This design comes from an exercise in tuning for small area, a short achievable clock period and few clock cycles on the open sky130 flow, not from production work. The RTL was checked by simulation tests, not by an equivalence proof against the original design.

==> run E: inputs <==
// geofence
module geofence (clk, reset, X, Y, valid, is_inside);
input               clk;
input               reset;
input       [9:0]   X;
input       [9:0]   Y;
output  reg         valid;
output  reg         is_inside;
reg     [3:0]   cnt;         
reg     [9:0]   PX, PY;
reg signed [10:0] VX, VY;    
reg signed [10:0] LX, LY, RX, RY;
reg             deg;         
wire signed [10:0] dx = {1'b0, X} - {1'b0, PX};
wire signed [10:0] dy = {1'b0, Y} - {1'b0, PY};
wire a_neg, a_zero, b_neg, b_zero;
cross_sign u_a (.ax(LX), .ay(LY), .bx(VX), .by(VY), .neg(a_neg), .zero(a_zero));
cross_sign u_b (.ax(VX), .ay(VY), .bx(RX), .by(RY), .neg(b_neg), .zero(b_zero));
wire a_pos = ~a_neg & ~a_zero;
wire b_pos = ~b_neg & ~b_zero;
wire v_zero = ~(|VX) & ~(|VY);
wire opp = (|LX) ? (VX[10] ^ LX[10]) : (VY[10] ^ LY[10]);
wire first = (cnt == 4'd2);
wire step  = (cnt >= 4'd2) && (cnt <= 4'd7);
wire cov_now = v_zero | (~a_pos & ~b_pos & (~deg | opp));
always @(posedge clk or posedge reset) begin
    if (reset) begin
        cnt   <= 4'd0;
        valid <= 1'b0;
    end else begin
        cnt   <= (cnt == 4'd8) ? 4'd0 : cnt + 4'd1;
        valid <= (cnt == 4'd7);
    end
end
always @(posedge clk) begin
    if (cnt == 4'd0) begin
        PX <= X;
        PY <= Y;
    end
    VX <= dx;
    VY <= dy;
    if (first) begin
        LX <= VX; LY <= VY;
        RX <= VX; RY <= VY;
        deg <= 1'b1;
        is_inside <= v_zero;
    end else if (step) begin
        if (a_neg) begin LX <= VX; LY <= VY; end
        if (b_neg) begin RX <= VX; RY <= VY; end
        if (a_neg | b_neg) deg <= 1'b0;
        is_inside <= is_inside | cov_now;
    end
end
endmodule
make LEC_CHECK=0 CAP_MARGIN=20 CORE_MARGIN=2 CORE_UTILIZATION=60 PLACE_DENSITY=0.75 SETUP_SLACK_MARGIN=5 SLEW_MARGIN=20 finish   # period 10.0 ns
run.sh (not shown) runs the stock make flow with config.mk's settings and CLKGATE_MAP_FILE= SYNTH_SCRIPT=/design/flow/synth_recipe.tcl, a recipe that flattens the netlist after the stock synthesis.
==> inputs of run K, as changes to run E <==
Settings changed: CORE_UTILIZATION 60 to 40, PLACE_DENSITY 0.75 to 0.6.
==> inputs of run A, as changes to run E <==
Settings changed: CORE_UTILIZATION 60 to 40, PLACE_DENSITY 0.75 to 0.6, SETUP_SLACK_MARGIN 5 to not set.
==> inputs of run M, as changes to run E <==
Settings changed: ABC_CLOCK_PERIOD_IN_PS set to 5000, CORE_UTILIZATION 60 to 40, PLACE_DENSITY 0.75 to 0.6, SETUP_SLACK_MARGIN 5 to 4.
==> impl_metrics.tcl <==
set metrics [dict create \
    placed_cell_area_sq_um 19540 \
    cp.depth 18 \
    cts_setup_buffers 72 \
    buffers_excl_clock 138 \
    die_width_microns 219.9 \
    status "complete, no violations" \
    place_inst 2510 \
    initial_core_util 0.4029 \
    die_area_sq_um 48340 \
    timing.fmax_mhz 161.2 \
]
[end of results for run K]
==> impl_metrics.tcl <==
set metrics [dict create \
    initial_core_util 0.4029 \
    cts_setup_buffers 100 \
    synth-seq-cells 93 \
    cp.depth 19 \
    status "complete, no violations" \
    met1Wirelength_microns 20670 \
    place_inst 2511 \
    die_area_sq_um 48340 \
    placed_cell_area_sq_um 19470 \
    die_width_microns 219.9 \
    buffers_excl_clock 161 \
    num_io_pins 24 \
]
[end of results for run M]
==> impl_metrics.tcl <==
set metrics [dict create \
    placed_cell_area_sq_um 19270 \
    initial_core_util 0.6093 \
    cts_setup_buffers 83 \
    buffers_excl_clock 136 \
    timing.fmax_mhz 158.8 \
    status "complete, no violations" \
    die_width_microns 180.2 \
    cp.depth 21 \
    place_inst 2299 \
]
[end of results for run E]
==> impl_metrics.tcl <==
set metrics [dict create \
    initial_core_util 0.4029 \
    cp.depth 19 \
    die_width_microns 219.9 \
    buffers_excl_clock 45 \
    cts_setup_buffers 0 \
    timing.fmax_mhz 137.8 \
    status "complete, no violations" \
]
[end of results for run A]
Testbench counts of run E, summed over its fixed seeds: cycles 28,800.
Testbench counts of run K, summed over its fixed seeds: cycles 28,800.
Testbench counts of run A, summed over its fixed seeds: cycles 28,800.
Testbench counts of run M, summed over its fixed seeds: cycles 28,800.

[static timing again, ports no longer ideal]
The results above use ideal ports. As a check the final layouts listed here were re-extracted and re-timed, cells and wires unchanged. Step 1: set_driving_cell puts a clkbuf_16 on clk and a buf_2 on each other input, an assumption about the parent block. Step 2 times the ports against the registers' clock, not the clock port: input delays grow and output delays shrink by t, the midpoint of the rising clock arrivals with the driver on. Slacks: ideal ports / drivers / drivers and shift; pairs: ideal ports / drivers.
run	t (ns)	setup WS [ns]	clock arrival spread, ns	cell pins on the clock port's net
run E	0.391	3.703 / 3.703 / 3.703	0.012 / 0.012	1
run K	0.368	3.797 / 3.797 / 3.797	0.009 / 0.009	1
run A	0.382	2.740 / 2.740 / 2.740	0.011 / 0.011	1
run M	0.396	3.794 / 3.794 / 3.794	0.008 / 0.008	1
After both steps setup and hold are still met in every run listed.
